This design comes from an exercise in tuning for small area and a short achievable clock period on the open sky130 flow, not from production work. No functional check of the RTL was part of any run shown here. No activity file was given, so power comes from the tool's default toggle rates.

[flow/design.v]
module fa (input a, input b, input c, output s, output co);
    assign s  = a ^ b ^ c;
    assign co = (a & b) | (a & c) | (b & c);
endmodule
module ha (input a, input b, output s, output co);
    assign s  = a ^ b;
    assign co = a & b;
endmodule
module DSP (a,b,c,d,clk,rst_n,p);
    parameter OPERATION = "ADD" ;
    input [17:0] a,b,d;
    input [47:0] c;
    input clk,rst_n;
    output reg [47:0] p;
    reg [17:0] a1, s1;
    reg [122:0] x;
    reg [47:0] r0, r1;
    wire [122:0] xn;
    wire [323:0] pp;
    genvar gi, gj;
    generate for (gi = 0; gi < 18; gi = gi + 1) begin : g_i
        for (gj = 0; gj < 18; gj = gj + 1) begin : g_j
            assign pp[gi*18+gj] = a1[gi] & s1[gj];
        end
    end endgenerate
    wire hs1, hk1;
    wire fs1, fk1;
    wire fs2, fk2;
    wire fs3, fk3;
    wire hs2, hk2;
    wire fs4, fk4;
    wire fs5, fk5;
    wire fs6, fk6;
    wire fs7, fk7;
    wire fs8, fk8;
    wire fs9, fk9;
    wire hs3, hk3;
    wire fs10, fk10;
    wire fs11, fk11;
    wire fs12, fk12;
    wire fs13, fk13;
    wire fs14, fk14;
    wire fs15, fk15;
    wire fs16, fk16;
    wire fs17, fk17;
    wire fs18, fk18;
    wire hs4, hk4;
    wire fs19, fk19;
    wire fs20, fk20;
    wire fs21, fk21;
    wire fs22, fk22;
    wire fs23, fk23;
    wire fs24, fk24;
    wire fs25, fk25;
    wire fs26, fk26;
    wire fs27, fk27;
    wire fs28, fk28;
    wire fs29, fk29;
    wire fs30, fk30;
    wire hs5, hk5;
    wire fs31, fk31;
    wire fs32, fk32;
    wire fs33, fk33;
    wire fs34, fk34;
    wire fs35, fk35;
    wire fs36, fk36;
    wire fs37, fk37;
    wire fs38, fk38;
    wire fs39, fk39;
    wire fs40, fk40;
    wire fs41, fk41;
    wire fs42, fk42;
    wire fs43, fk43;
    wire fs44, fk44;
    wire fs45, fk45;
    wire hs6, hk6;
    wire fs46, fk46;
    wire fs47, fk47;
    wire fs48, fk48;
    wire fs49, fk49;
    wire fs50, fk50;
    wire fs51, fk51;
    wire fs52, fk52;
    wire fs53, fk53;
    wire fs54, fk54;
    wire fs55, fk55;
    wire fs56, fk56;
    wire hs7, hk7;
    wire fs57, fk57;
    wire fs58, fk58;
    wire fs59, fk59;
    wire fs60, fk60;
    wire fs61, fk61;
    wire fs62, fk62;
    wire fs63, fk63;
    wire fs64, fk64;
    wire fs65, fk65;
    wire fs66, fk66;
    wire fs67, fk67;
    wire fs68, fk68;
    wire fs69, fk69;
    wire fs70, fk70;
    wire hs8, hk8;
    wire fs71, fk71;
    wire fs72, fk72;
    wire fs73, fk73;
    wire fs74, fk74;
    wire fs75, fk75;
    wire fs76, fk76;
    wire fs77, fk77;
    wire fs78, fk78;
    wire fs79, fk79;
    wire fs80, fk80;
    wire fs81, fk81;
    wire hs9, hk9;
    wire fs82, fk82;
    wire fs83, fk83;
    wire fs84, fk84;
    wire fs85, fk85;
    wire fs86, fk86;
    wire fs87, fk87;
    wire fs88, fk88;
    wire fs89, fk89;
    wire hs10, hk10;
    wire fs90, fk90;
    wire fs91, fk91;
    wire fs92, fk92;
    wire fs93, fk93;
    wire fs94, fk94;
    wire hs11, hk11;
    wire fs95, fk95;
    wire fs96, fk96;
    wire hs12, hk12;
    wire hs13, hk13;
    wire fs97, fk97;
    wire fs98, fk98;
    wire fs99, fk99;
    wire fs100, fk100;
    wire hs14, hk14;
    wire fs101, fk101;
    wire hs15, hk15;
    wire fs102, fk102;
    wire fs103, fk103;
    wire fs104, fk104;
    wire fs105, fk105;
    wire fs106, fk106;
    wire fs107, fk107;
    wire fs108, fk108;
    wire fs109, fk109;
    wire hs16, hk16;
    wire fs110, fk110;
    wire fs111, fk111;
    wire fs112, fk112;
    wire fs113, fk113;
    wire fs114, fk114;
    wire fs115, fk115;
    wire fs116, fk116;
    wire fs117, fk117;
    wire fs118, fk118;
    wire fs119, fk119;
    wire fs120, fk120;
    wire fs121, fk121;
    wire hs17, hk17;
    wire fs122, fk122;
    wire fs123, fk123;
    wire fs124, fk124;
    wire hs18, hk18;
    wire fs125, fk125;
    wire fs126, fk126;
    wire fs127, fk127;
    wire fs128, fk128;
    wire fs129, fk129;
    wire fs130, fk130;
    wire fs131, fk131;
    wire fs132, fk132;
    wire fs133, fk133;
    wire fs134, fk134;
    wire fs135, fk135;
    wire fs136, fk136;
    wire fs137, fk137;
    wire fs138, fk138;
    wire fs139, fk139;
    wire fs140, fk140;
    wire fs141, fk141;
    wire fs142, fk142;
    wire fs143, fk143;
    wire fs144, fk144;
    wire fs145, fk145;
    wire fs146, fk146;
    wire fs147, fk147;
    wire hs19, hk19;
    wire fs148, fk148;
    wire fs149, fk149;
    wire hs20, hk20;
    wire fs150, fk150;
    wire fs151, fk151;
    wire hs21, hk21;
    wire fs152, fk152;
    wire fs153, fk153;
    wire fs154, fk154;
    wire fs155, fk155;
    wire fs156, fk156;
    wire fs157, fk157;
    wire fs158, fk158;
    wire fs159, fk159;
    wire fs160, fk160;
    wire hs22, hk22;
    wire hs23, hk23;
    wire hs24, hk24;
    wire hs25, hk25;
    wire hs26, hk26;
    wire fs161, fk161;
    wire fs162, fk162;
    wire fs163, fk163;
    wire fs164, fk164;
    wire fs165, fk165;
    wire hs27, hk27;
    wire fs166, fk166;
    wire hs28, hk28;
    wire fs167, fk167;
    wire hs29, hk29;
    wire fs168, fk168;
    wire fs169, fk169;
    wire fs170, fk170;
    wire fs171, fk171;
    wire fs172, fk172;
    wire fs173, fk173;
    wire fs174, fk174;
    wire fs175, fk175;
    wire fs176, fk176;
    wire fs177, fk177;
    wire hs30, hk30;
    wire fs178, fk178;
    wire fs179, fk179;
    wire hs31, hk31;
    wire fs180, fk180;
    wire fs181, fk181;
    wire hs32, hk32;
    wire fs182, fk182;
    wire fs183, fk183;
    wire hs33, hk33;
    wire fs184, fk184;
    wire fs185, fk185;
    wire hs34, hk34;
    wire fs186, fk186;
    wire fs187, fk187;
    wire fs188, fk188;
    wire fs189, fk189;
    wire fs190, fk190;
    wire fs191, fk191;
    wire fs192, fk192;
    wire fs193, fk193;
    wire fs194, fk194;
    wire fs195, fk195;
    wire fs196, fk196;
    wire hs35, hk35;
    wire fs197, fk197;
    wire fs198, fk198;
    wire fs199, fk199;
    wire fs200, fk200;
    wire fs201, fk201;
    wire hs36, hk36;
    wire hs37, hk37;
    wire hs38, hk38;
    wire hs39, hk39;
    wire fs202, fk202;
    wire fs203, fk203;
    wire fs204, fk204;
    wire hs40, hk40;
    wire fs205, fk205;
    wire fs206, fk206;
    wire fs207, fk207;
    wire fs208, fk208;
    wire fs209, fk209;
    wire fs210, fk210;
    wire fs211, fk211;
    wire fs212, fk212;
    wire fs213, fk213;
    wire hs41, hk41;
    wire fs214, fk214;
    wire hs42, hk42;
    wire hs43, hk43;
    wire hs44, hk44;
    wire hs45, hk45;
    wire hs46, hk46;
    wire fs215, fk215;
    wire fs216, fk216;
    wire fs217, fk217;
    wire fs218, fk218;
    wire fs219, fk219;
    wire fs220, fk220;
    wire fs221, fk221;
    wire fs222, fk222;
    wire fs223, fk223;
    wire fs224, fk224;
    wire fs225, fk225;
    wire fs226, fk226;
    wire fs227, fk227;
    wire fs228, fk228;
    wire fs229, fk229;
    wire fs230, fk230;
    wire fs231, fk231;
    wire fs232, fk232;
    wire hs47, hk47;
    wire hs48, hk48;
    wire fs233, fk233;
    wire fs234, fk234;
    wire fs235, fk235;
    wire fs236, fk236;
    wire fs237, fk237;
    wire fs238, fk238;
    wire fs239, fk239;
    wire fs240, fk240;
    wire fs241, fk241;
    wire fs242, fk242;
    wire fs243, fk243;
    wire fs244, fk244;
    wire fs245, fk245;
    wire fs246, fk246;
    wire fs247, fk247;
    wire fs248, fk248;
    wire fs249, fk249;
    wire fs250, fk250;
    wire fs251, fk251;
    wire fs252, fk252;
    wire fs253, fk253;
    wire fs254, fk254;
    wire fs255, fk255;
    wire hs49, hk49;
    wire hs50, hk50;
    wire hs51, hk51;
    wire hs52, hk52;
    wire hs53, hk53;
    wire hs54, hk54;
    wire hs55, hk55;
    wire hs56, hk56;
    wire hs57, hk57;
    wire fs256, fk256;
    wire fs257, fk257;
    wire fs258, fk258;
    wire fs259, fk259;
    wire fs260, fk260;
    wire fs261, fk261;
    wire fs262, fk262;
    wire fs263, fk263;
    wire fs264, fk264;
    wire fs265, fk265;
    wire fs266, fk266;
    wire fs267, fk267;
    wire fs268, fk268;
    wire fs269, fk269;
    wire fs270, fk270;
    wire fs271, fk271;
    wire fs272, fk272;
    wire fs273, fk273;
    wire fs274, fk274;
    wire fs275, fk275;
    wire fs276, fk276;
    wire fs277, fk277;
    wire fs278, fk278;
    wire fs279, fk279;
    wire fs280, fk280;
    wire fs281, fk281;
    wire fs282, fk282;
    wire fs283, fk283;
    wire fs284, fk284;
    wire fs285, fk285;
    wire fs286, fk286;
    wire fs287, fk287;
    wire hs58, hk58;
    ha h1 (.a(pp[1]), .b(pp[18]), .s(hs1), .co(hk1));
    fa u1 (.a(pp[2]), .b(pp[19]), .c(pp[36]), .s(fs1), .co(fk1));
    fa u2 (.a(pp[3]), .b(pp[20]), .c(pp[37]), .s(fs2), .co(fk2));
    fa u3 (.a(pp[4]), .b(pp[21]), .c(pp[38]), .s(fs3), .co(fk3));
    ha h2 (.a(pp[55]), .b(pp[72]), .s(hs2), .co(hk2));
    fa u4 (.a(pp[5]), .b(pp[22]), .c(pp[39]), .s(fs4), .co(fk4));
    fa u5 (.a(pp[56]), .b(pp[73]), .c(pp[90]), .s(fs5), .co(fk5));
    fa u6 (.a(pp[6]), .b(pp[23]), .c(pp[40]), .s(fs6), .co(fk6));
    fa u7 (.a(pp[57]), .b(pp[74]), .c(pp[91]), .s(fs7), .co(fk7));
    fa u8 (.a(pp[7]), .b(pp[24]), .c(pp[41]), .s(fs8), .co(fk8));
    fa u9 (.a(pp[58]), .b(pp[75]), .c(pp[92]), .s(fs9), .co(fk9));
    ha h3 (.a(pp[109]), .b(pp[126]), .s(hs3), .co(hk3));
    fa u10 (.a(pp[8]), .b(pp[25]), .c(pp[42]), .s(fs10), .co(fk10));
    fa u11 (.a(pp[59]), .b(pp[76]), .c(pp[93]), .s(fs11), .co(fk11));
    fa u12 (.a(pp[110]), .b(pp[127]), .c(pp[144]), .s(fs12), .co(fk12));
    fa u13 (.a(pp[9]), .b(pp[26]), .c(pp[43]), .s(fs13), .co(fk13));
    fa u14 (.a(pp[60]), .b(pp[77]), .c(pp[94]), .s(fs14), .co(fk14));
    fa u15 (.a(pp[111]), .b(pp[128]), .c(pp[145]), .s(fs15), .co(fk15));
    fa u16 (.a(pp[10]), .b(pp[27]), .c(pp[44]), .s(fs16), .co(fk16));
    fa u17 (.a(pp[61]), .b(pp[78]), .c(pp[95]), .s(fs17), .co(fk17));
    fa u18 (.a(pp[112]), .b(pp[129]), .c(pp[146]), .s(fs18), .co(fk18));
    ha h4 (.a(pp[163]), .b(pp[180]), .s(hs4), .co(hk4));
    fa u19 (.a(pp[11]), .b(pp[28]), .c(pp[45]), .s(fs19), .co(fk19));
    fa u20 (.a(pp[62]), .b(pp[79]), .c(pp[96]), .s(fs20), .co(fk20));
    fa u21 (.a(pp[113]), .b(pp[130]), .c(pp[147]), .s(fs21), .co(fk21));
    fa u22 (.a(pp[164]), .b(pp[181]), .c(pp[198]), .s(fs22), .co(fk22));
    fa u23 (.a(pp[12]), .b(pp[29]), .c(pp[46]), .s(fs23), .co(fk23));
    fa u24 (.a(pp[63]), .b(pp[80]), .c(pp[97]), .s(fs24), .co(fk24));
    fa u25 (.a(pp[114]), .b(pp[131]), .c(pp[148]), .s(fs25), .co(fk25));
    fa u26 (.a(pp[165]), .b(pp[182]), .c(pp[199]), .s(fs26), .co(fk26));
    fa u27 (.a(pp[13]), .b(pp[30]), .c(pp[47]), .s(fs27), .co(fk27));
    fa u28 (.a(pp[64]), .b(pp[81]), .c(pp[98]), .s(fs28), .co(fk28));
    fa u29 (.a(pp[115]), .b(pp[132]), .c(pp[149]), .s(fs29), .co(fk29));
    fa u30 (.a(pp[166]), .b(pp[183]), .c(pp[200]), .s(fs30), .co(fk30));
    ha h5 (.a(pp[217]), .b(pp[234]), .s(hs5), .co(hk5));
    fa u31 (.a(pp[14]), .b(pp[31]), .c(pp[48]), .s(fs31), .co(fk31));
    fa u32 (.a(pp[65]), .b(pp[82]), .c(pp[99]), .s(fs32), .co(fk32));
    fa u33 (.a(pp[116]), .b(pp[133]), .c(pp[150]), .s(fs33), .co(fk33));
    fa u34 (.a(pp[167]), .b(pp[184]), .c(pp[201]), .s(fs34), .co(fk34));
    fa u35 (.a(pp[218]), .b(pp[235]), .c(pp[252]), .s(fs35), .co(fk35));
    fa u36 (.a(pp[15]), .b(pp[32]), .c(pp[49]), .s(fs36), .co(fk36));
    fa u37 (.a(pp[66]), .b(pp[83]), .c(pp[100]), .s(fs37), .co(fk37));
    fa u38 (.a(pp[117]), .b(pp[134]), .c(pp[151]), .s(fs38), .co(fk38));
    fa u39 (.a(pp[168]), .b(pp[185]), .c(pp[202]), .s(fs39), .co(fk39));
    fa u40 (.a(pp[219]), .b(pp[236]), .c(pp[253]), .s(fs40), .co(fk40));
    fa u41 (.a(pp[16]), .b(pp[33]), .c(pp[50]), .s(fs41), .co(fk41));
    fa u42 (.a(pp[67]), .b(pp[84]), .c(pp[101]), .s(fs42), .co(fk42));
    fa u43 (.a(pp[118]), .b(pp[135]), .c(pp[152]), .s(fs43), .co(fk43));
    fa u44 (.a(pp[169]), .b(pp[186]), .c(pp[203]), .s(fs44), .co(fk44));
    fa u45 (.a(pp[220]), .b(pp[237]), .c(pp[254]), .s(fs45), .co(fk45));
    ha h6 (.a(pp[271]), .b(pp[288]), .s(hs6), .co(hk6));
    fa u46 (.a(pp[17]), .b(pp[34]), .c(pp[51]), .s(fs46), .co(fk46));
    fa u47 (.a(pp[68]), .b(pp[85]), .c(pp[102]), .s(fs47), .co(fk47));
    fa u48 (.a(pp[119]), .b(pp[136]), .c(pp[153]), .s(fs48), .co(fk48));
    fa u49 (.a(pp[170]), .b(pp[187]), .c(pp[204]), .s(fs49), .co(fk49));
    fa u50 (.a(pp[221]), .b(pp[238]), .c(pp[255]), .s(fs50), .co(fk50));
    fa u51 (.a(pp[272]), .b(pp[289]), .c(pp[306]), .s(fs51), .co(fk51));
    fa u52 (.a(pp[35]), .b(pp[52]), .c(pp[69]), .s(fs52), .co(fk52));
    fa u53 (.a(pp[86]), .b(pp[103]), .c(pp[120]), .s(fs53), .co(fk53));
    fa u54 (.a(pp[137]), .b(pp[154]), .c(pp[171]), .s(fs54), .co(fk54));
    fa u55 (.a(pp[188]), .b(pp[205]), .c(pp[222]), .s(fs55), .co(fk55));
    fa u56 (.a(pp[239]), .b(pp[256]), .c(pp[273]), .s(fs56), .co(fk56));
    ha h7 (.a(pp[290]), .b(pp[307]), .s(hs7), .co(hk7));
    fa u57 (.a(pp[53]), .b(pp[70]), .c(pp[87]), .s(fs57), .co(fk57));
    fa u58 (.a(pp[104]), .b(pp[121]), .c(pp[138]), .s(fs58), .co(fk58));
    fa u59 (.a(pp[155]), .b(pp[172]), .c(pp[189]), .s(fs59), .co(fk59));
    fa u60 (.a(pp[206]), .b(pp[223]), .c(pp[240]), .s(fs60), .co(fk60));
    fa u61 (.a(pp[257]), .b(pp[274]), .c(pp[291]), .s(fs61), .co(fk61));
    fa u62 (.a(pp[71]), .b(pp[88]), .c(pp[105]), .s(fs62), .co(fk62));
    fa u63 (.a(pp[122]), .b(pp[139]), .c(pp[156]), .s(fs63), .co(fk63));
    fa u64 (.a(pp[173]), .b(pp[190]), .c(pp[207]), .s(fs64), .co(fk64));
    fa u65 (.a(pp[224]), .b(pp[241]), .c(pp[258]), .s(fs65), .co(fk65));
    fa u66 (.a(pp[275]), .b(pp[292]), .c(pp[309]), .s(fs66), .co(fk66));
    fa u67 (.a(pp[89]), .b(pp[106]), .c(pp[123]), .s(fs67), .co(fk67));
    fa u68 (.a(pp[140]), .b(pp[157]), .c(pp[174]), .s(fs68), .co(fk68));
    fa u69 (.a(pp[191]), .b(pp[208]), .c(pp[225]), .s(fs69), .co(fk69));
    fa u70 (.a(pp[242]), .b(pp[259]), .c(pp[276]), .s(fs70), .co(fk70));
    ha h8 (.a(pp[293]), .b(pp[310]), .s(hs8), .co(hk8));
    fa u71 (.a(pp[107]), .b(pp[124]), .c(pp[141]), .s(fs71), .co(fk71));
    fa u72 (.a(pp[158]), .b(pp[175]), .c(pp[192]), .s(fs72), .co(fk72));
    fa u73 (.a(pp[209]), .b(pp[226]), .c(pp[243]), .s(fs73), .co(fk73));
    fa u74 (.a(pp[260]), .b(pp[277]), .c(pp[294]), .s(fs74), .co(fk74));
    fa u75 (.a(pp[125]), .b(pp[142]), .c(pp[159]), .s(fs75), .co(fk75));
    fa u76 (.a(pp[176]), .b(pp[193]), .c(pp[210]), .s(fs76), .co(fk76));
    fa u77 (.a(pp[227]), .b(pp[244]), .c(pp[261]), .s(fs77), .co(fk77));
    fa u78 (.a(pp[278]), .b(pp[295]), .c(pp[312]), .s(fs78), .co(fk78));
    fa u79 (.a(pp[143]), .b(pp[160]), .c(pp[177]), .s(fs79), .co(fk79));
    fa u80 (.a(pp[194]), .b(pp[211]), .c(pp[228]), .s(fs80), .co(fk80));
    fa u81 (.a(pp[245]), .b(pp[262]), .c(pp[279]), .s(fs81), .co(fk81));
    ha h9 (.a(pp[296]), .b(pp[313]), .s(hs9), .co(hk9));
    fa u82 (.a(pp[161]), .b(pp[178]), .c(pp[195]), .s(fs82), .co(fk82));
    fa u83 (.a(pp[212]), .b(pp[229]), .c(pp[246]), .s(fs83), .co(fk83));
    fa u84 (.a(pp[263]), .b(pp[280]), .c(pp[297]), .s(fs84), .co(fk84));
    fa u85 (.a(pp[179]), .b(pp[196]), .c(pp[213]), .s(fs85), .co(fk85));
    fa u86 (.a(pp[230]), .b(pp[247]), .c(pp[264]), .s(fs86), .co(fk86));
    fa u87 (.a(pp[281]), .b(pp[298]), .c(pp[315]), .s(fs87), .co(fk87));
    fa u88 (.a(pp[197]), .b(pp[214]), .c(pp[231]), .s(fs88), .co(fk88));
    fa u89 (.a(pp[248]), .b(pp[265]), .c(pp[282]), .s(fs89), .co(fk89));
    ha h10 (.a(pp[299]), .b(pp[316]), .s(hs10), .co(hk10));
    fa u90 (.a(pp[215]), .b(pp[232]), .c(pp[249]), .s(fs90), .co(fk90));
    fa u91 (.a(pp[266]), .b(pp[283]), .c(pp[300]), .s(fs91), .co(fk91));
    fa u92 (.a(pp[233]), .b(pp[250]), .c(pp[267]), .s(fs92), .co(fk92));
    fa u93 (.a(pp[284]), .b(pp[301]), .c(pp[318]), .s(fs93), .co(fk93));
    fa u94 (.a(pp[251]), .b(pp[268]), .c(pp[285]), .s(fs94), .co(fk94));
    ha h11 (.a(pp[302]), .b(pp[319]), .s(hs11), .co(hk11));
    fa u95 (.a(pp[269]), .b(pp[286]), .c(pp[303]), .s(fs95), .co(fk95));
    fa u96 (.a(pp[287]), .b(pp[304]), .c(pp[321]), .s(fs96), .co(fk96));
    ha h12 (.a(pp[305]), .b(pp[322]), .s(hs12), .co(hk12));
    ha h13 (.a(hk1), .b(fs1), .s(hs13), .co(hk13));
    fa u97 (.a(fk1), .b(fs2), .c(pp[54]), .s(fs97), .co(fk97));
    fa u98 (.a(fk2), .b(fs3), .c(hs2), .s(fs98), .co(fk98));
    fa u99 (.a(fk3), .b(hk2), .c(fs4), .s(fs99), .co(fk99));
    fa u100 (.a(fk4), .b(fk5), .c(fs6), .s(fs100), .co(fk100));
    ha h14 (.a(fs7), .b(pp[108]), .s(hs14), .co(hk14));
    fa u101 (.a(fk6), .b(fk7), .c(fs8), .s(fs101), .co(fk101));
    ha h15 (.a(fs9), .b(hs3), .s(hs15), .co(hk15));
    fa u102 (.a(fk8), .b(fk9), .c(hk3), .s(fs102), .co(fk102));
    fa u103 (.a(fs10), .b(fs11), .c(fs12), .s(fs103), .co(fk103));
    fa u104 (.a(fk10), .b(fk11), .c(fk12), .s(fs104), .co(fk104));
    fa u105 (.a(fs13), .b(fs14), .c(fs15), .s(fs105), .co(fk105));
    fa u106 (.a(fk13), .b(fk14), .c(fk15), .s(fs106), .co(fk106));
    fa u107 (.a(fs16), .b(fs17), .c(fs18), .s(fs107), .co(fk107));
    fa u108 (.a(fk16), .b(fk17), .c(fk18), .s(fs108), .co(fk108));
    fa u109 (.a(hk4), .b(fs19), .c(fs20), .s(fs109), .co(fk109));
    ha h16 (.a(fs21), .b(fs22), .s(hs16), .co(hk16));
    fa u110 (.a(fk19), .b(fk20), .c(fk21), .s(fs110), .co(fk110));
    fa u111 (.a(fk22), .b(fs23), .c(fs24), .s(fs111), .co(fk111));
    fa u112 (.a(fs25), .b(fs26), .c(pp[216]), .s(fs112), .co(fk112));
    fa u113 (.a(fk23), .b(fk24), .c(fk25), .s(fs113), .co(fk113));
    fa u114 (.a(fk26), .b(fs27), .c(fs28), .s(fs114), .co(fk114));
    fa u115 (.a(fs29), .b(fs30), .c(hs5), .s(fs115), .co(fk115));
    fa u116 (.a(fk27), .b(fk28), .c(fk29), .s(fs116), .co(fk116));
    fa u117 (.a(fk30), .b(hk5), .c(fs31), .s(fs117), .co(fk117));
    fa u118 (.a(fs32), .b(fs33), .c(fs34), .s(fs118), .co(fk118));
    fa u119 (.a(fk31), .b(fk32), .c(fk33), .s(fs119), .co(fk119));
    fa u120 (.a(fk34), .b(fk35), .c(fs36), .s(fs120), .co(fk120));
    fa u121 (.a(fs37), .b(fs38), .c(fs39), .s(fs121), .co(fk121));
    ha h17 (.a(fs40), .b(pp[270]), .s(hs17), .co(hk17));
    fa u122 (.a(fk36), .b(fk37), .c(fk38), .s(fs122), .co(fk122));
    fa u123 (.a(fk39), .b(fk40), .c(fs41), .s(fs123), .co(fk123));
    fa u124 (.a(fs42), .b(fs43), .c(fs44), .s(fs124), .co(fk124));
    ha h18 (.a(fs45), .b(hs6), .s(hs18), .co(hk18));
    fa u125 (.a(fk41), .b(fk42), .c(fk43), .s(fs125), .co(fk125));
    fa u126 (.a(fk44), .b(fk45), .c(hk6), .s(fs126), .co(fk126));
    fa u127 (.a(fs46), .b(fs47), .c(fs48), .s(fs127), .co(fk127));
    fa u128 (.a(fs49), .b(fs50), .c(fs51), .s(fs128), .co(fk128));
    fa u129 (.a(fk46), .b(fk47), .c(fk48), .s(fs129), .co(fk129));
    fa u130 (.a(fk49), .b(fk50), .c(fk51), .s(fs130), .co(fk130));
    fa u131 (.a(fs52), .b(fs53), .c(fs54), .s(fs131), .co(fk131));
    fa u132 (.a(fs55), .b(fs56), .c(hs7), .s(fs132), .co(fk132));
    fa u133 (.a(fk52), .b(fk53), .c(fk54), .s(fs133), .co(fk133));
    fa u134 (.a(fk55), .b(fk56), .c(hk7), .s(fs134), .co(fk134));
    fa u135 (.a(fs57), .b(fs58), .c(fs59), .s(fs135), .co(fk135));
    fa u136 (.a(fs60), .b(fs61), .c(pp[308]), .s(fs136), .co(fk136));
    fa u137 (.a(fk57), .b(fk58), .c(fk59), .s(fs137), .co(fk137));
    fa u138 (.a(fk60), .b(fk61), .c(fs62), .s(fs138), .co(fk138));
    fa u139 (.a(fs63), .b(fs64), .c(fs65), .s(fs139), .co(fk139));
    fa u140 (.a(fk62), .b(fk63), .c(fk64), .s(fs140), .co(fk140));
    fa u141 (.a(fk65), .b(fk66), .c(fs67), .s(fs141), .co(fk141));
    fa u142 (.a(fs68), .b(fs69), .c(fs70), .s(fs142), .co(fk142));
    fa u143 (.a(fk67), .b(fk68), .c(fk69), .s(fs143), .co(fk143));
    fa u144 (.a(fk70), .b(hk8), .c(fs71), .s(fs144), .co(fk144));
    fa u145 (.a(fs72), .b(fs73), .c(fs74), .s(fs145), .co(fk145));
    fa u146 (.a(fk71), .b(fk72), .c(fk73), .s(fs146), .co(fk146));
    fa u147 (.a(fk74), .b(fs75), .c(fs76), .s(fs147), .co(fk147));
    ha h19 (.a(fs77), .b(fs78), .s(hs19), .co(hk19));
    fa u148 (.a(fk75), .b(fk76), .c(fk77), .s(fs148), .co(fk148));
    fa u149 (.a(fk78), .b(fs79), .c(fs80), .s(fs149), .co(fk149));
    ha h20 (.a(fs81), .b(hs9), .s(hs20), .co(hk20));
    fa u150 (.a(fk79), .b(fk80), .c(fk81), .s(fs150), .co(fk150));
    fa u151 (.a(hk9), .b(fs82), .c(fs83), .s(fs151), .co(fk151));
    ha h21 (.a(fs84), .b(pp[314]), .s(hs21), .co(hk21));
    fa u152 (.a(fk82), .b(fk83), .c(fk84), .s(fs152), .co(fk152));
    fa u153 (.a(fs85), .b(fs86), .c(fs87), .s(fs153), .co(fk153));
    fa u154 (.a(fk85), .b(fk86), .c(fk87), .s(fs154), .co(fk154));
    fa u155 (.a(fs88), .b(fs89), .c(hs10), .s(fs155), .co(fk155));
    fa u156 (.a(fk88), .b(fk89), .c(hk10), .s(fs156), .co(fk156));
    fa u157 (.a(fs90), .b(fs91), .c(pp[317]), .s(fs157), .co(fk157));
    fa u158 (.a(fk90), .b(fk91), .c(fs92), .s(fs158), .co(fk158));
    fa u159 (.a(fk92), .b(fk93), .c(fs94), .s(fs159), .co(fk159));
    fa u160 (.a(fk94), .b(hk11), .c(fs95), .s(fs160), .co(fk160));
    ha h22 (.a(fk95), .b(fs96), .s(hs22), .co(hk22));
    ha h23 (.a(fk96), .b(hs12), .s(hs23), .co(hk23));
    ha h24 (.a(hk12), .b(pp[323]), .s(hs24), .co(hk24));
    ha h25 (.a(hk13), .b(fs97), .s(hs25), .co(hk25));
    ha h26 (.a(fk97), .b(fs98), .s(hs26), .co(hk26));
    fa u161 (.a(fk98), .b(fs99), .c(fs5), .s(fs161), .co(fk161));
    fa u162 (.a(fk99), .b(fs100), .c(hs14), .s(fs162), .co(fk162));
    fa u163 (.a(fk100), .b(hk14), .c(fs101), .s(fs163), .co(fk163));
    fa u164 (.a(fk101), .b(hk15), .c(fs102), .s(fs164), .co(fk164));
    fa u165 (.a(fk102), .b(fk103), .c(fs104), .s(fs165), .co(fk165));
    ha h27 (.a(fs105), .b(pp[162]), .s(hs27), .co(hk27));
    fa u166 (.a(fk104), .b(fk105), .c(fs106), .s(fs166), .co(fk166));
    ha h28 (.a(fs107), .b(hs4), .s(hs28), .co(hk28));
    fa u167 (.a(fk106), .b(fk107), .c(fs108), .s(fs167), .co(fk167));
    ha h29 (.a(fs109), .b(hs16), .s(hs29), .co(hk29));
    fa u168 (.a(fk108), .b(fk109), .c(hk16), .s(fs168), .co(fk168));
    fa u169 (.a(fs110), .b(fs111), .c(fs112), .s(fs169), .co(fk169));
    fa u170 (.a(fk110), .b(fk111), .c(fk112), .s(fs170), .co(fk170));
    fa u171 (.a(fs113), .b(fs114), .c(fs115), .s(fs171), .co(fk171));
    fa u172 (.a(fk113), .b(fk114), .c(fk115), .s(fs172), .co(fk172));
    fa u173 (.a(fs116), .b(fs117), .c(fs118), .s(fs173), .co(fk173));
    fa u174 (.a(fk116), .b(fk117), .c(fk118), .s(fs174), .co(fk174));
    fa u175 (.a(fs119), .b(fs120), .c(fs121), .s(fs175), .co(fk175));
    fa u176 (.a(fk119), .b(fk120), .c(fk121), .s(fs176), .co(fk176));
    fa u177 (.a(hk17), .b(fs122), .c(fs123), .s(fs177), .co(fk177));
    ha h30 (.a(fs124), .b(hs18), .s(hs30), .co(hk30));
    fa u178 (.a(fk122), .b(fk123), .c(fk124), .s(fs178), .co(fk178));
    fa u179 (.a(hk18), .b(fs125), .c(fs126), .s(fs179), .co(fk179));
    ha h31 (.a(fs127), .b(fs128), .s(hs31), .co(hk31));
    fa u180 (.a(fk125), .b(fk126), .c(fk127), .s(fs180), .co(fk180));
    fa u181 (.a(fk128), .b(fs129), .c(fs130), .s(fs181), .co(fk181));
    ha h32 (.a(fs131), .b(fs132), .s(hs32), .co(hk32));
    fa u182 (.a(fk129), .b(fk130), .c(fk131), .s(fs182), .co(fk182));
    fa u183 (.a(fk132), .b(fs133), .c(fs134), .s(fs183), .co(fk183));
    ha h33 (.a(fs135), .b(fs136), .s(hs33), .co(hk33));
    fa u184 (.a(fk133), .b(fk134), .c(fk135), .s(fs184), .co(fk184));
    fa u185 (.a(fk136), .b(fs137), .c(fs138), .s(fs185), .co(fk185));
    ha h34 (.a(fs139), .b(fs66), .s(hs34), .co(hk34));
    fa u186 (.a(fk137), .b(fk138), .c(fk139), .s(fs186), .co(fk186));
    fa u187 (.a(fs140), .b(fs141), .c(fs142), .s(fs187), .co(fk187));
    fa u188 (.a(fk140), .b(fk141), .c(fk142), .s(fs188), .co(fk188));
    fa u189 (.a(fs143), .b(fs144), .c(fs145), .s(fs189), .co(fk189));
    fa u190 (.a(fk143), .b(fk144), .c(fk145), .s(fs190), .co(fk190));
    fa u191 (.a(fs146), .b(fs147), .c(hs19), .s(fs191), .co(fk191));
    fa u192 (.a(fk146), .b(fk147), .c(hk19), .s(fs192), .co(fk192));
    fa u193 (.a(fs148), .b(fs149), .c(hs20), .s(fs193), .co(fk193));
    fa u194 (.a(fk148), .b(fk149), .c(hk20), .s(fs194), .co(fk194));
    fa u195 (.a(fs150), .b(fs151), .c(hs21), .s(fs195), .co(fk195));
    fa u196 (.a(fk150), .b(fk151), .c(hk21), .s(fs196), .co(fk196));
    ha h35 (.a(fs152), .b(fs153), .s(hs35), .co(hk35));
    fa u197 (.a(fk152), .b(fk153), .c(fs154), .s(fs197), .co(fk197));
    fa u198 (.a(fk154), .b(fk155), .c(fs156), .s(fs198), .co(fk198));
    fa u199 (.a(fk156), .b(fk157), .c(fs158), .s(fs199), .co(fk199));
    fa u200 (.a(fk158), .b(fs159), .c(hs11), .s(fs200), .co(fk200));
    fa u201 (.a(fk159), .b(fs160), .c(pp[320]), .s(fs201), .co(fk201));
    ha h36 (.a(fk160), .b(hs22), .s(hs36), .co(hk36));
    ha h37 (.a(hk22), .b(hs23), .s(hs37), .co(hk37));
    ha h38 (.a(hk23), .b(hs24), .s(hs38), .co(hk38));
    ha h39 (.a(x[35]), .b(x[36]), .s(hs39), .co(hk39));
    fa u202 (.a(x[40]), .b(x[41]), .c(x[42]), .s(fs202), .co(fk202));
    fa u203 (.a(x[45]), .b(x[46]), .c(x[47]), .s(fs203), .co(fk203));
    fa u204 (.a(x[50]), .b(x[51]), .c(x[52]), .s(fs204), .co(fk204));
    ha h40 (.a(x[53]), .b(x[54]), .s(hs40), .co(hk40));
    fa u205 (.a(x[56]), .b(x[57]), .c(x[58]), .s(fs205), .co(fk205));
    fa u206 (.a(x[59]), .b(x[60]), .c(x[61]), .s(fs206), .co(fk206));
    fa u207 (.a(x[62]), .b(x[63]), .c(x[64]), .s(fs207), .co(fk207));
    fa u208 (.a(x[65]), .b(x[66]), .c(x[67]), .s(fs208), .co(fk208));
    fa u209 (.a(x[68]), .b(x[69]), .c(x[70]), .s(fs209), .co(fk209));
    fa u210 (.a(x[71]), .b(x[72]), .c(x[73]), .s(fs210), .co(fk210));
    fa u211 (.a(x[74]), .b(x[75]), .c(x[76]), .s(fs211), .co(fk211));
    fa u212 (.a(x[77]), .b(x[78]), .c(x[79]), .s(fs212), .co(fk212));
    fa u213 (.a(x[80]), .b(x[81]), .c(x[82]), .s(fs213), .co(fk213));
    ha h41 (.a(x[83]), .b(x[84]), .s(hs41), .co(hk41));
    fa u214 (.a(x[85]), .b(x[86]), .c(x[87]), .s(fs214), .co(fk214));
    ha h42 (.a(x[89]), .b(x[90]), .s(hs42), .co(hk42));
    ha h43 (.a(x[93]), .b(x[94]), .s(hs43), .co(hk43));
    ha h44 (.a(x[97]), .b(x[98]), .s(hs44), .co(hk44));
    ha h45 (.a(x[101]), .b(x[102]), .s(hs45), .co(hk45));
    ha h46 (.a(x[19]), .b(x[20]), .s(hs46), .co(hk46));
    fa u215 (.a(x[23]), .b(x[24]), .c(x[25]), .s(fs215), .co(fk215));
    fa u216 (.a(x[27]), .b(x[28]), .c(x[29]), .s(fs216), .co(fk216));
    fa u217 (.a(x[31]), .b(x[32]), .c(x[33]), .s(fs217), .co(fk217));
    fa u218 (.a(x[37]), .b(x[38]), .c(x[39]), .s(fs218), .co(fk218));
    fa u219 (.a(x[43]), .b(x[44]), .c(hk39), .s(fs219), .co(fk219));
    fa u220 (.a(x[48]), .b(x[49]), .c(fk202), .s(fs220), .co(fk220));
    fa u221 (.a(x[55]), .b(fk203), .c(fs204), .s(fs221), .co(fk221));
    fa u222 (.a(fk204), .b(hk40), .c(fs205), .s(fs222), .co(fk222));
    fa u223 (.a(fk205), .b(fk206), .c(fs207), .s(fs223), .co(fk223));
    fa u224 (.a(fk207), .b(fk208), .c(fs209), .s(fs224), .co(fk224));
    fa u225 (.a(fk209), .b(fk210), .c(fs211), .s(fs225), .co(fk225));
    fa u226 (.a(fk211), .b(fk212), .c(fs213), .s(fs226), .co(fk226));
    fa u227 (.a(x[88]), .b(fk213), .c(hk41), .s(fs227), .co(fk227));
    fa u228 (.a(x[91]), .b(x[92]), .c(fk214), .s(fs228), .co(fk228));
    fa u229 (.a(x[95]), .b(x[96]), .c(hk42), .s(fs229), .co(fk229));
    fa u230 (.a(x[99]), .b(x[100]), .c(hk43), .s(fs230), .co(fk230));
    fa u231 (.a(x[103]), .b(x[104]), .c(hk44), .s(fs231), .co(fk231));
    fa u232 (.a(x[105]), .b(x[106]), .c(x[107]), .s(fs232), .co(fk232));
    ha h47 (.a(x[108]), .b(x[109]), .s(hs47), .co(hk47));
    ha h48 (.a(x[10]), .b(x[11]), .s(hs48), .co(hk48));
    fa u233 (.a(x[13]), .b(x[14]), .c(x[15]), .s(fs233), .co(fk233));
    fa u234 (.a(x[16]), .b(x[17]), .c(x[18]), .s(fs234), .co(fk234));
    fa u235 (.a(x[21]), .b(x[22]), .c(hs46), .s(fs235), .co(fk235));
    fa u236 (.a(x[26]), .b(hk46), .c(fs215), .s(fs236), .co(fk236));
    fa u237 (.a(x[30]), .b(fk215), .c(fs216), .s(fs237), .co(fk237));
    fa u238 (.a(x[34]), .b(fk216), .c(fs217), .s(fs238), .co(fk238));
    fa u239 (.a(hs39), .b(fk217), .c(fs218), .s(fs239), .co(fk239));
    fa u240 (.a(fs202), .b(fk218), .c(fs219), .s(fs240), .co(fk240));
    fa u241 (.a(fs203), .b(fk219), .c(fs220), .s(fs241), .co(fk241));
    fa u242 (.a(hs40), .b(fk220), .c(fs221), .s(fs242), .co(fk242));
    fa u243 (.a(fs206), .b(fk221), .c(fs222), .s(fs243), .co(fk243));
    fa u244 (.a(fs208), .b(fk222), .c(fs223), .s(fs244), .co(fk244));
    fa u245 (.a(fs210), .b(fk223), .c(fs224), .s(fs245), .co(fk245));
    fa u246 (.a(fs212), .b(fk224), .c(fs225), .s(fs246), .co(fk246));
    fa u247 (.a(hs41), .b(fk225), .c(fs226), .s(fs247), .co(fk247));
    fa u248 (.a(fs214), .b(fk226), .c(fs227), .s(fs248), .co(fk248));
    fa u249 (.a(hs42), .b(fk227), .c(fs228), .s(fs249), .co(fk249));
    fa u250 (.a(hs43), .b(fk228), .c(fs229), .s(fs250), .co(fk250));
    fa u251 (.a(hs44), .b(fk229), .c(fs230), .s(fs251), .co(fk251));
    fa u252 (.a(hs45), .b(fk230), .c(fs231), .s(fs252), .co(fk252));
    fa u253 (.a(hk45), .b(fk231), .c(fs232), .s(fs253), .co(fk253));
    fa u254 (.a(x[110]), .b(fk232), .c(hs47), .s(fs254), .co(fk254));
    fa u255 (.a(x[111]), .b(x[112]), .c(hk47), .s(fs255), .co(fk255));
    ha h49 (.a(x[113]), .b(x[114]), .s(hs49), .co(hk49));
    ha h50 (.a(x[115]), .b(x[116]), .s(hs50), .co(hk50));
    ha h51 (.a(x[117]), .b(x[118]), .s(hs51), .co(hk51));
    ha h52 (.a(x[119]), .b(x[120]), .s(hs52), .co(hk52));
    ha h53 (.a(x[121]), .b(x[122]), .s(hs53), .co(hk53));
    ha h54 (.a(x[0]), .b(c[0]), .s(hs54), .co(hk54));
    ha h55 (.a(x[1]), .b(c[1]), .s(hs55), .co(hk55));
    ha h56 (.a(x[2]), .b(c[2]), .s(hs56), .co(hk56));
    ha h57 (.a(x[3]), .b(c[3]), .s(hs57), .co(hk57));
    fa u256 (.a(x[4]), .b(x[5]), .c(c[4]), .s(fs256), .co(fk256));
    fa u257 (.a(x[6]), .b(x[7]), .c(c[5]), .s(fs257), .co(fk257));
    fa u258 (.a(x[8]), .b(x[9]), .c(c[6]), .s(fs258), .co(fk258));
    fa u259 (.a(x[12]), .b(hs48), .c(c[7]), .s(fs259), .co(fk259));
    fa u260 (.a(hk48), .b(fs233), .c(c[8]), .s(fs260), .co(fk260));
    fa u261 (.a(fk233), .b(fs234), .c(c[9]), .s(fs261), .co(fk261));
    fa u262 (.a(fk234), .b(fs235), .c(c[10]), .s(fs262), .co(fk262));
    fa u263 (.a(fk235), .b(fs236), .c(c[11]), .s(fs263), .co(fk263));
    fa u264 (.a(fk236), .b(fs237), .c(c[12]), .s(fs264), .co(fk264));
    fa u265 (.a(fk237), .b(fs238), .c(c[13]), .s(fs265), .co(fk265));
    fa u266 (.a(fk238), .b(fs239), .c(c[14]), .s(fs266), .co(fk266));
    fa u267 (.a(fk239), .b(fs240), .c(c[15]), .s(fs267), .co(fk267));
    fa u268 (.a(fk240), .b(fs241), .c(c[16]), .s(fs268), .co(fk268));
    fa u269 (.a(fk241), .b(fs242), .c(c[17]), .s(fs269), .co(fk269));
    fa u270 (.a(fk242), .b(fs243), .c(c[18]), .s(fs270), .co(fk270));
    fa u271 (.a(fk243), .b(fs244), .c(c[19]), .s(fs271), .co(fk271));
    fa u272 (.a(fk244), .b(fs245), .c(c[20]), .s(fs272), .co(fk272));
    fa u273 (.a(fk245), .b(fs246), .c(c[21]), .s(fs273), .co(fk273));
    fa u274 (.a(fk246), .b(fs247), .c(c[22]), .s(fs274), .co(fk274));
    fa u275 (.a(fk247), .b(fs248), .c(c[23]), .s(fs275), .co(fk275));
    fa u276 (.a(fk248), .b(fs249), .c(c[24]), .s(fs276), .co(fk276));
    fa u277 (.a(fk249), .b(fs250), .c(c[25]), .s(fs277), .co(fk277));
    fa u278 (.a(fk250), .b(fs251), .c(c[26]), .s(fs278), .co(fk278));
    fa u279 (.a(fk251), .b(fs252), .c(c[27]), .s(fs279), .co(fk279));
    fa u280 (.a(fk252), .b(fs253), .c(c[28]), .s(fs280), .co(fk280));
    fa u281 (.a(fk253), .b(fs254), .c(c[29]), .s(fs281), .co(fk281));
    fa u282 (.a(fk254), .b(fs255), .c(c[30]), .s(fs282), .co(fk282));
    fa u283 (.a(fk255), .b(hs49), .c(c[31]), .s(fs283), .co(fk283));
    fa u284 (.a(hk49), .b(hs50), .c(c[32]), .s(fs284), .co(fk284));
    fa u285 (.a(hk50), .b(hs51), .c(c[33]), .s(fs285), .co(fk285));
    fa u286 (.a(hk51), .b(hs52), .c(c[34]), .s(fs286), .co(fk286));
    fa u287 (.a(hk52), .b(hs53), .c(c[35]), .s(fs287), .co(fk287));
    ha h58 (.a(hk53), .b(c[36]), .s(hs58), .co(hk58));
    assign xn[0] = pp[0];
    assign xn[1] = hs1;
    assign xn[2] = hs13;
    assign xn[3] = hs25;
    assign xn[4] = hk25;
    assign xn[5] = hs26;
    assign xn[6] = hk26;
    assign xn[7] = fs161;
    assign xn[8] = fk161;
    assign xn[9] = fs162;
    assign xn[10] = fk162;
    assign xn[11] = fs163;
    assign xn[12] = hs15;
    assign xn[13] = fk163;
    assign xn[14] = fs164;
    assign xn[15] = fs103;
    assign xn[16] = fk164;
    assign xn[17] = fs165;
    assign xn[18] = hs27;
    assign xn[19] = fk165;
    assign xn[20] = hk27;
    assign xn[21] = fs166;
    assign xn[22] = hs28;
    assign xn[23] = fk166;
    assign xn[24] = hk28;
    assign xn[25] = fs167;
    assign xn[26] = hs29;
    assign xn[27] = fk167;
    assign xn[28] = hk29;
    assign xn[29] = fs168;
    assign xn[30] = fs169;
    assign xn[31] = fk168;
    assign xn[32] = fk169;
    assign xn[33] = fs170;
    assign xn[34] = fs171;
    assign xn[35] = fk170;
    assign xn[36] = fk171;
    assign xn[37] = fs172;
    assign xn[38] = fs173;
    assign xn[39] = fs35;
    assign xn[40] = fk172;
    assign xn[41] = fk173;
    assign xn[42] = fs174;
    assign xn[43] = fs175;
    assign xn[44] = hs17;
    assign xn[45] = fk174;
    assign xn[46] = fk175;
    assign xn[47] = fs176;
    assign xn[48] = fs177;
    assign xn[49] = hs30;
    assign xn[50] = fk176;
    assign xn[51] = fk177;
    assign xn[52] = hk30;
    assign xn[53] = fs178;
    assign xn[54] = fs179;
    assign xn[55] = hs31;
    assign xn[56] = fk178;
    assign xn[57] = fk179;
    assign xn[58] = hk31;
    assign xn[59] = fs180;
    assign xn[60] = fs181;
    assign xn[61] = hs32;
    assign xn[62] = fk180;
    assign xn[63] = fk181;
    assign xn[64] = hk32;
    assign xn[65] = fs182;
    assign xn[66] = fs183;
    assign xn[67] = hs33;
    assign xn[68] = fk182;
    assign xn[69] = fk183;
    assign xn[70] = hk33;
    assign xn[71] = fs184;
    assign xn[72] = fs185;
    assign xn[73] = hs34;
    assign xn[74] = fk184;
    assign xn[75] = fk185;
    assign xn[76] = hk34;
    assign xn[77] = fs186;
    assign xn[78] = fs187;
    assign xn[79] = hs8;
    assign xn[80] = fk186;
    assign xn[81] = fk187;
    assign xn[82] = fs188;
    assign xn[83] = fs189;
    assign xn[84] = pp[311];
    assign xn[85] = fk188;
    assign xn[86] = fk189;
    assign xn[87] = fs190;
    assign xn[88] = fs191;
    assign xn[89] = fk190;
    assign xn[90] = fk191;
    assign xn[91] = fs192;
    assign xn[92] = fs193;
    assign xn[93] = fk192;
    assign xn[94] = fk193;
    assign xn[95] = fs194;
    assign xn[96] = fs195;
    assign xn[97] = fk194;
    assign xn[98] = fk195;
    assign xn[99] = fs196;
    assign xn[100] = hs35;
    assign xn[101] = fk196;
    assign xn[102] = hk35;
    assign xn[103] = fs197;
    assign xn[104] = fs155;
    assign xn[105] = fk197;
    assign xn[106] = fs198;
    assign xn[107] = fs157;
    assign xn[108] = fk198;
    assign xn[109] = fs199;
    assign xn[110] = fs93;
    assign xn[111] = fk199;
    assign xn[112] = fs200;
    assign xn[113] = fk200;
    assign xn[114] = fs201;
    assign xn[115] = fk201;
    assign xn[116] = hs36;
    assign xn[117] = hk36;
    assign xn[118] = hs37;
    assign xn[119] = hk37;
    assign xn[120] = hs38;
    assign xn[121] = hk38;
    assign xn[122] = hk24;
    wire [47:0] r0n = {c[47], c[46], c[45], c[44], c[43], c[42], c[41], c[40], c[39], c[38], hk58, fk287, fk286, fk285, fk284, fk283, fk282, fk281, fk280, fk279, fk278, fk277, fk276, fk275, fk274, fk273, fk272, fk271, fk270, fk269, fk268, fk267, fk266, fk265, fk264, fk263, fk262, fk261, fk260, fk259, fk258, fk257, fk256, hk57, hk56, hk55, hk54, hs54};
    wire [47:0] r1n = {1'b0, 1'b0, 1'b0, 1'b0, 1'b0, 1'b0, 1'b0, 1'b0, 1'b0, 1'b0, c[37], hs58, fs287, fs286, fs285, fs284, fs283, fs282, fs281, fs280, fs279, fs278, fs277, fs276, fs275, fs274, fs273, fs272, fs271, fs270, fs269, fs268, fs267, fs266, fs265, fs264, fs263, fs262, fs261, fs260, fs259, fs258, fs257, fs256, hs57, hs56, hs55, 1'b0};
    always @(posedge clk or negedge rst_n) begin
        if (!rst_n) begin
            a1 <= 0; s1 <= 0; x <= 0; r0 <= 0; r1 <= 0; p <= 0;
        end else begin
            a1 <= a;
            s1 <= b + d;
            x  <= xn;
            r0 <= r0n;
            r1 <= r1n;
            p  <= r0 + r1;
        end
    end
endmodule
[flow/run.sh]
#!/bin/bash
# synth_recipe.tcl (not shown) runs the flow's synth.tcl, then flattens the netlist and writes it again
# the make line also repeats each setting of config.mk as NAME=value (left out here)
make -C /OpenROAD-flow-scripts/flow DESIGN_CONFIG=/design/flow/config.mk WORK_HOME=/design/flow/orfs CLKGATE_MAP_FILE= SYNTH_SCRIPT=/design/flow/synth_recipe.tcl finish
[flow/config.mk]
export PLATFORM = sky130hd
export DESIGN_NAME = DSP
export DESIGN_NICKNAME = DSP
export VERILOG_FILES = /design/flow/design.v
export SDC_FILE = /design/flow/constraint.sdc
export NUM_CORES = 4
export LEC_CHECK = 0
export ABC_CLOCK_PERIOD_IN_PS = 1500
export CAP_MARGIN = 20
export CORE_MARGIN = 2
export CORE_UTILIZATION = 60
export CTS_BUF_LIST = sky130_fd_sc_hd__clkbuf_4
export SETUP_SLACK_MARGIN = 4.3
export SLEW_MARGIN = 20
export SYNTH_HIERARCHICAL = 1
export SYNTH_MINIMUM_KEEP_SIZE = 0
[flow/constraint.sdc]
create_clock -name core_clock -period 7.0 [get_ports {clk}]
set_input_delay 1.4000 -clock core_clock [delete_from_list [all_inputs] [get_ports {clk}]]
set_output_delay 1.4000 -clock core_clock [all_outputs]
set_load 0.01 [all_outputs]
==> qor_table.md, run 1 <==
| Result | Value |
| --- | --- |
| Final Hold Slack | 0.3551 ns |
| Number of buffers and inverters on the critical path | 1 |
| Power per unit of standard cell area | 452.8 nW/um^2 |
| Number of enable-type register cells in the synthesized netlist | 0 |
| Maximum VDD drop | 0.2126 mV |
| Multiplexer fraction of the synthesized cell area | 0.1037% |
| Final standard cell count with taps included and fillers excluded | 2135 |
| Overall global routing resource usage | 28.19% |
| Area contributors post-synth | sky130_fd_sc_hd__dfrtp_1 38%, sky130_fd_sc_hd__fa_1 30%, sky130_fd_sc_hd__and2_1 11% |
| Initial DRT Pass Iterations | 7 |
| Basic-gate share of the synthesized area counting and, or, nand and nor cells | 15.12% |
| Share of synthesized registers carrying an async set or reset | 100.0% |
| Synthesis-to-layout area growth | 16.70% |
| Adder and majority gate portion of the synthesized area | 37.24% |
| Synthesis-stage register bit count | 292 |
| Setup slack at placement | 2.883 ns |
| Clock Root Buffer | sky130_fd_sc_hd__clkbuf_4 |
| Distinct cell type count of the synthesized netlist | 63 |
| Average footprint of a synthesized cell | 13.03 sq um |
| Required time worst endpoint | 7.61 ns |
| Clock Tree Buf Depth | 3 |
| Endpoint of the worst-slack reg-to-reg timing path | p[43] |
| Detailed Route WL | 44.91 mm |
| DRC violations left | 0 |
| Worst EP arrival | 3.42 ns |
| Path depth of the worst reg2reg path | 8 |
| Sort of element at the end of the critical path | flip-flop |
| Clock tree from TritonCTS | yes |
| Worst-case hold path end point | p[0] |
| # clock sinks | 292 |
| Final WS setup | 4.191 ns |
| Register-to-Register Setup Slack | 4.37 ns |
| Placeable core region | 31640 sq um |
| Critical path's largest stage delay | 0.46 ns |
| Combinational family with the most area after synthesis | adder cells |
| Slowest stage cell on the critical path | sky130_fd_sc_hd__or4b_1 |
| Worst Path Class, Setup | input pin to flip-flop |
| Top achievable clock speed | 356.0 MHz |
| Setup repair after global routing missed its margin | yes |
| Setup violation total in the final timing report | 0 |
| Worst slew slack as a fraction of its limit | 37.07% |
| End-of-flow core utilization | 71.20% |
| Compound-cell area share of the yosys netlist | 6.145% |
| Final worst path period share | 40.13% |
| 1st-iter DRT viols | 734 |
| Number of maximum-capacitance constraint violations | 0 |
| Leakage Power | 10.26 nW |
| Clock latency on the worst-skew pair | 0.71 ns |
| Most frequently used flop master after synthesis | sky130_fd_sc_hd__dfrtp_1 |
| Count of antenna-violating nets left after detailed routing | 0 |
| Overall via count from detail_route | 12404 |
| Clock edge transition at the registers on the reported setup and hold paths | 0.06 ns |
| Quantity of I/O buffers inserted on ports | 151 |
| Final global-route overflow total | 0 |
| Power after layout | 10.20 mW |
| Slew of the pin with the lowest slew margin | 0.9440 ns |
| Hold wc startpoint | r0[0] |
| Number of global-route vias before repair | 13677 |
| Number of instances in the placed design | 1991 |
| CTS Buf Count | 79 |
| Startpoint types | input pin |
| Ordered list of cells on the worst path | buf_6 > ha_4 > fa_2 > a21o_1 > a21oi_2 > o21a_1 > nor3_4 > o31ai_4 > or4b_1 > o211ai_1 |
| Cell area after technology mapping | 19300 sq um |
| Starting utilization of the core area | 61.01% |
| Count of warnings emitted by yosys | 7 |
| Post-route design area | 22520 sq um |
| Most numerous cell in the Yosys netlist | sky130_fd_sc_hd__and2_1 |
| Die Height | 183.4 um |
| Synthesized instance count | 1481 |
| Post-synth net total | 1986 |
| Cell family with the largest share of critical-path delay | compound AO/OA/AOI/OAI gates |
| Final-report max-slew violation count | 0 |
| Detail Placement HPWL | 31.32 mm |
| Hold violation count in the final report | 0 |
| Total number of nets in the final design | 2194 |
| Reg-to-reg startpoint | r0[11] |
| Global-route wire length before repair | 71.80 mm |
| I/O pin cnt | 152 |
| Run status | no timing/DRC/antenna violations |
| Crit path max fanout | 2 |
| Number of levels the H-tree was split into | 3 |
| Fin Setup TNS | 0 ns |
| Shortest period the worst path allows | 2.809 ns |
| Routed via count divided by cell count | 5.810 |
| Class of the most critical hold timing path | flip-flop to flip-flop |
| Area enclosed by the die boundary | 33620 sq um |
| Number of antenna violations at the first check in global routing | 1 |
| Cell depth of the worst min-delay path | 0 |
| Number of placement rows | 65 |
| Share of post-route cells with drive strength above 1 | 16.34% |
| Proportion of netlist area held by the largest area contributor | 37.86% |
| Cell type with the highest aggregate area in the netlist | sky130_fd_sc_hd__dfrtp_1 |
| Skew final | 0.04798 ns |
| Top cell types by occurrence after synthesis | 329 x sky130_fd_sc_hd__and2_1, 292 x sky130_fd_sc_hd__dfrtp_1, 289 x sky130_fd_sc_hd__fa_1 |
| Register area share after synthesis | 37.86% |
| Largest net degree at the start of global routing | 122 |
| Placer's final routability congestion estimate | 0.8482 |
| Final routed wire length divided by cell count | 21.04 um |
| Horizontal die dimension | 183.4 um |
| Xor and xnor area share after synthesis | 2.133% |
| Placement Cell Area | 21200 sq um |
==> what timing repair did <==
item	4_1_cts	5_1_grt
hold endpoints to repair	0	0
resized for setup	244	75
hold buffers	0	0
cloned	0	0
pin swaps	26	19
setup endpoints to repair	74	51
buffers inserted	16	3
==> per-module statistics from Yosys, one instance, submodules excluded <==
module | area, sq um | flops+latches | times used | cells inside
fa | 20.02 | 0 | 287 | 1
DSP | 12830 | 292 | 1 | 1136
ha | 12.51 | 0 | 58 | 1
==> cell families after synthesis <==
group | count (synthesis)
AO/OA/AOI/OAI | 167
XOR/XNOR | 47
adder cells (fa/ha/maj) | 401
buffers and inverters | 70
flip-flops | 292
multiplexers | 2
AND/OR/NAND/NOR | 502
==> how the worst max path moves through the flow <==
stage / startpoint / to / slack, ns / cells after the start
after floorplan: b[0] / s1[14] / 3.62 / 9
final: d[0] / s1[14] / 4.19 / 10
after CTS: d[0] / s1[14] / 4.21 / 10
after detailed placement: b[0] / s1[14] / 2.88 / 10
after global placement: b[0] / s1[14] / 2.94 / 10
after global routing: d[0] / s1[14] / 4.14 / 10
==> metal layers <==
metal,GRT usage [%],share of wire (%),wire [um]
met1,37.88,42,18910
met4,10.24,3.0,1332
met5,0,0,0
met2,45.32,48,21500
met3,6.910,7.1,3173
==> where the power goes <==
| group | internal, mW | switching, mW |
|---|---|---|
| clock | 0.764 | 0.668 |
| combinational | 2.70 | 3.12 |
| sequential | 2.47 | 0.478 |
| total | 5.93 | 4.26 |
==> cell type report <==
class | count | area (sq um)
clock buffers | 113 | 848.3
well taps | 402 | 503.0
diodes | 1 | 2.502
flip-flops and latches | 292 | 7337
repair buffers | 173 | 1445
inverters | 24 | 90.09
fillers | 2237 | 9112
multi-input cells | 1119 | 12230
clock inverters | 11 | 71.32
==> registers in the layout, summed over array words and instances, names as in the netlist <==
signal and flops:
s1 18, x 123, r1 37, a1 18, r0 48, p 48
==> cells in the final DEF (no fill, tap or decap), types with 5 or more instances in the layout <==
cell type	netlist	final
sky130_fd_sc_hd__a21oi_2	0	6
sky130_fd_sc_hd__fa_1	289	288
sky130_fd_sc_hd__buf_2	3	43
sky130_fd_sc_hd__dfrtp_2	0	24
sky130_fd_sc_hd__nand4_1	8	8
sky130_fd_sc_hd__clkbuf_4	0	113
sky130_fd_sc_hd__a211oi_1	7	5
sky130_fd_sc_hd__xor2_1	10	10
sky130_fd_sc_hd__nand3_1	19	17
sky130_fd_sc_hd__nand2b_1	7	6
sky130_fd_sc_hd__o211ai_1	7	7
sky130_fd_sc_hd__ha_1	112	85
sky130_fd_sc_hd__nor3_1	12	11
sky130_fd_sc_hd__dfrtp_1	292	268
sky130_fd_sc_hd__ha_2	0	5
sky130_fd_sc_hd__nor2_1	45	44
sky130_fd_sc_hd__a21oi_1	53	45
sky130_fd_sc_hd__nand2_1	46	45
sky130_fd_sc_hd__ha_4	0	22
sky130_fd_sc_hd__or4_1	5	5
sky130_fd_sc_hd__inv_1	24	24
sky130_fd_sc_hd__a21o_1	17	17
sky130_fd_sc_hd__o21a_1	6	6
sky130_fd_sc_hd__dlygate4sd2_1	0	5
sky130_fd_sc_hd__buf_4	1	20
sky130_fd_sc_hd__o311ai_1	5	6
sky130_fd_sc_hd__clkbuf_2	1	7
sky130_fd_sc_hd__clkinv_1	0	9
sky130_fd_sc_hd__and3_1	9	9
sky130_fd_sc_hd__and2_1	329	329
sky130_fd_sc_hd__o21ai_0	22	19
sky130_fd_sc_hd__xnor2_1	37	37
sky130_fd_sc_hd__o21bai_1	9	8
sky130_fd_sc_hd__clkdlybuf4s50_1	0	87
==> run 2, diff against run 1 <==
--- a/flow/design.v
+++ b/flow/design.v
@@ -6,6 +6,27 @@
     assign s  = a ^ b;
     assign co = a & b;
 endmodule
+module ks18 (input [17:0] a, input [17:0] b, output [17:0] s);
+    localparam W = 18;
+    localparam L = $clog2(W);
+    wire [W-1:0] g [0:L];
+    wire [W-1:0] p [0:L];
+    assign g[0] = a & b;
+    assign p[0] = a ^ b;
+    genvar l, i;
+    generate for (l = 0; l < L; l = l + 1) begin : g_l
+        for (i = 0; i < W; i = i + 1) begin : g_i
+            if (i >= (1 << l)) begin : g_m
+                assign g[l+1][i] = g[l][i] | (p[l][i] & g[l][i-(1<<l)]);
+                assign p[l+1][i] = p[l][i] & p[l][i-(1<<l)];
+            end else begin : g_k
+                assign g[l+1][i] = g[l][i];
+                assign p[l+1][i] = p[l][i];
+            end
+        end
+    end endgenerate
+    assign s = p[0] ^ {g[L][W-2:0], 1'b0};
+endmodule
 module DSP (a,b,c,d,clk,rst_n,p);
     parameter OPERATION = "ADD" ;
     input [17:0] a,b,d;
@@ -13,6 +34,8 @@
     input clk,rst_n;
     output reg [47:0] p;
     reg [17:0] a1, s1;
+    wire [17:0] s0;
+    ks18 u_pre (.a(b), .b(d), .s(s0));
     reg [122:0] x;
     reg [47:0] r0, r1;
     wire [122:0] xn;
@@ -843,7 +866,7 @@
             a1 <= 0; s1 <= 0; x <= 0; r0 <= 0; r1 <= 0; p <= 0;
         end else begin
             a1 <= a;
-            s1 <= b + d;
+            s1 <= s0;
             x  <= xn;
             r0 <= r0n;
             r1 <= r1n;
--- a/flow/config.mk
+++ b/flow/config.mk
@@ -5,11 +5,9 @@
 export SDC_FILE = /design/flow/constraint.sdc
 export NUM_CORES = 4
 export LEC_CHECK = 0
-export ABC_CLOCK_PERIOD_IN_PS = 1500
 export CAP_MARGIN = 20
 export CORE_MARGIN = 2
 export CORE_UTILIZATION = 60
-export CTS_BUF_LIST = sky130_fd_sc_hd__clkbuf_4
 export SETUP_SLACK_MARGIN = 4.3
 export SLEW_MARGIN = 20
 export SYNTH_HIERARCHICAL = 1
==> run 2 against run 1 <==
- combinational power fell by 3.8%
- clock skew is 0.027 ns lower
- routed wire length is 1.8% lower
- critical path depth decreased by 4
- first-iteration DRC count fell by 0.41%
- hold slack worse by 0.0044 ns
- final cell count decreased by 4.8%
- register-to-register slack about the same
- clock power is 14% higher
- critical path type unchanged
- highest routed layer unchanged
==> qor_table.md, run 2 <==
| Result | Value | Change |
| --- | --- | --- |
| Run status | no timing/DRC/antenna violations |  |
| Overall via count from detail_route | 11675 | -5.9% |
| Clock tree from TritonCTS | yes |  |
| Combinational family with the most area after synthesis | adder cells |  |
| Required time worst endpoint | 7.42 ns | -0.19 ns |
| Count of warnings emitted by yosys | 8 | +1 |
| Basic-gate share of the synthesized area counting and, or, nand and nor cells | 14.39% | -0.73 points |
| Compound-cell area share of the yosys netlist | 6.218% | +0.073 points |
| Most common cell after layout, fill and taps aside | sky130_fd_sc_hd__and2_1 |  |
| Top achievable clock speed | 378.2 MHz | +6.2% |
| Register-to-Register Setup Slack | 4.36 ns | about the same |
| Leading registers by flop count | x (123), p (48), r0 (48) |  |
| Reg-to-reg startpoint | s1[2] |  |
| Fill cells | 2246 | +0.40% |
| Count of antenna-violating nets left after detailed routing | 0 | unchanged |
| Depth of the critical timing path with buffers and inverters included | 6 | -4 |
| DRC violations left | 0 | unchanged |
| Total number of nets in the final design | 2118 | -3.5% |
| Leakage Power | 10.22 nW | -0.39% |
| Crit path max fanout | 6 | +4 |
| Ordered list of cells on the worst path | clkdlybuf4s50_1 > ha_4 > nand2_1 > or3_1 > o31ai_1 > xor2_1 |  |
| Routed via count divided by cell count | 5.746 | -1.1% |
| Cell area after technology mapping | 19220 sq um | -0.44% |
| Adder and majority gate portion of the synthesized area | 37.40% | +0.16 points |
| Distinct cell type count of the synthesized netlist | 68 | +7.9% |
| Number of enable-type register cells in the synthesized netlist | 0 | unchanged |
| Number of maximum-capacitance constraint violations | 0 | unchanged |
| Worst EP arrival | 3.06 ns | -0.36 ns |
| Largest net degree at the start of global routing | 139 | +14% |
| Global-route wire length before repair | 70.77 mm | -1.4% |
| Clock latency on the worst-skew pair | 0.51 ns | -0.20 ns |
| Area enclosed by the die boundary | 33470 sq um | -0.43% |
| Path depth of the worst reg2reg path | 4 | -4 |
| Number of antenna violations at the first check in global routing | 0 | -1 |
| I/O pin cnt | 152 | unchanged |
| Initial DRT Pass Iterations | 5 | -2 |
| Detail Placement HPWL | 30.36 mm | -3.1% |
| Worst slew slack as a fraction of its limit | 44.81% | +7.7 points |
| Die Height | 183.0 um | -0.22% |
| Top cell types by occurrence after synthesis | 326 x sky130_fd_sc_hd__and2_1, 292 x sky130_fd_sc_hd__dfrtp_1, 289 x sky130_fd_sc_hd__fa_1 |  |
| Post-synth net total | 1963 | -1.2% |
| Synthesis-to-layout area growth | 17.06% |  |
| Number of placement rows | 65 | unchanged |
| Setup repair after global routing missed its margin | yes |  |
| Proportion of netlist area held by the largest area contributor | 38.03% | +0.17 points |
| Final Hold Slack | 0.3507 ns | -0.004406 ns |
| Quantity of I/O buffers inserted on ports | 151 | unchanged |
| Number of levels the H-tree was split into | 2 | -1 |
| Placer's final routability congestion estimate | 0.8494 | +0.14% |
| Critical path's largest stage delay | 0.45 ns | about the same |
| Endpoint of the worst-slack reg-to-reg timing path | x[34] |  |
| Clock edge transition at the registers on the reported setup and hold paths | 0.06 ns | about the same |
| Placeable core region | 31560 sq um | -0.26% |
| Final global-route overflow total | 0 | unchanged |
| Power after layout | 10.16 mW | -0.40% |
| Starting utilization of the core area | 60.90% | -0.11 points |
| Average footprint of a synthesized cell | 13.18 sq um | +1.1% |
| Area contributors post-synth | sky130_fd_sc_hd__dfrtp_1 38%, sky130_fd_sc_hd__fa_1 30%, sky130_fd_sc_hd__and2_1 11% |  |
| Slowest stage cell on the critical path | sky130_fd_sc_hd__clkdlybuf4s50_1 |  |
| Hold wc startpoint | r0[0] |  |
| Count of inserted antenna diode cells | 0 | -1 |
| CTS Buf Count | 34 | -57% |
| Final standard cell count with taps included and fillers excluded | 2032 | -4.8% |
| Final worst path period share | 37.77% | -2.4 points |
| Xor and xnor area share after synthesis | 2.552% | +0.42 points |
| Power per unit of standard cell area | 451.6 nW/um^2 | -0.26% |
| Number of buffers and inverters on the critical path | 1 | unchanged |
| Slew of the pin with the lowest slew margin | 0.8279 ns | -0.1161 ns |
| Number of global-route vias before repair | 12822 | -6.3% |
| Final routed wire length divided by cell count | 21.71 um | +3.2% |
| FF/Latch Area | 7341 sq um | about the same |
run 2: cell type report:
type / count / area share, %
Clock buffer: 45 / 4.239
Sequential cell: 292 / 32.63
Inverter: 16 / 0.2670
Clock inverter: 8 / 0.2281
Tap cell: 402 / 2.236
Multi-Input combinational cell: 1101 / 53.17
Timing Repair Buffer: 168 / 7.225
run 2: repair_timing:
action,in CTS,in global routing
setup buffers,6,9
cloned,0,0
setup endpoints to repair,78,43
gates resized for setup,77,66
pin swaps,8,23
run 2: logic make-up after synthesis:
| logic type | count (synthesis) |
|---|---|
| mux | 2 |
| fa+ha+maj | 401 |
| flops | 292 |
| buf+inv | 65 |
| xor+xnor | 56 |
| simple gates | 470 |
| compound gates | 172 |
run 2: per-module statistics from Yosys (local to each module, per instance):
| module | copies in the design | cells inside | area, sq um | flops+latches |
|---|---|---|---|---|
| ks18 | 1 | 115 | 840.8 | 0 |
| ha | 58 | 1 | 12.51 | 0 |
| DSP | 1 | 998 | 11900 | 292 |
| fa | 287 | 1 | 20.02 | 0 |
run 2: metal layers:
metal	track usage [%]	up-vias	share of wire (%)
li1	-	5112	-
met1	40.91	6065	45
met5	0	-	0
met2	43.27	421	46
met3	5.242	77	6.6
met4	6.976	0	2.3
run 2: how the worst max path moves through the flow:
stage	startpoint	to
after floorplan	b[0]	s1[12]
after global placement	b[1]	s1[15]
after detailed placement	b[1]	s1[15]
after CTS	b[4]	s1[15]
after global routing	r0[1]	p[35]
final	b[8]	s1[14]
run 2: where the power goes:
part           internal, mW  leakage, nW  switching (mW)  total, mW
Sequential             2.47         3.50           0.458       2.92
Clock                 0.951        0.499           0.681       1.63
Combinational          2.55         6.22            3.05       5.60
Total                  5.97         10.2            4.19       10.2
run 2: worst register-to-register path: cells and delay by family (launching register included):
kind                     cells  cell delay (ns)
flip-flops                   1             0.80
adder cells (fa/ha/maj)      3             1.45
AND/OR/NAND/NOR              1             0.25
run 2: metrics by stage:
stage | util, % | worst slack (ns)
finish | 71.28 | 4.356
global placement | 66.90 | 3.602
CTS | 70.26 | 4.261
floorplan | - | 4.304
detailed placement | 66.90 | 3.556
global route | 71.28 | 4.266

[separate check: timing with driven ports]
Ports are ideal in the flow. The routed layouts listed here were re-timed in OpenROAD.
Step 1 (the two cells are an assumption about what drives the block):
set clk [get_ports {clk}]
set_driving_cell -lib_cell sky130_fd_sc_hd__clkbuf_16 $clk
set_driving_cell -lib_cell sky130_fd_sc_hd__buf_2 [delete_from_list [all_inputs] $clk]
Step 2 adds t to the input delays and takes it off the output delays; t is the mean of the earliest and latest rising clock arrival at the registers after step 1. Input paths then give back, and output paths get back, about the clock's delay inside the block.
Three values: ideal, step 1, step 2; two values: the first two.
run	shift t [ns]	setup WS [ns]	hold WS [ns]	worst setup path at the end	slew at the worst register clock pin (ns)
run 1	0.730	4.191 / 4.206 / 3.476	0.355 / 0.355 / 0.355	input to register	0.07 / 0.07
run 2	0.557	4.356 / 4.358 / 3.829	0.351 / 0.351 / 0.351	input to register	0.06 / 0.06
After both steps setup and hold are still met in every run listed. For run 1, which loses most, drivers alone change the setup slack by +0.015 ns; drivers and shift together by -0.715 ns.
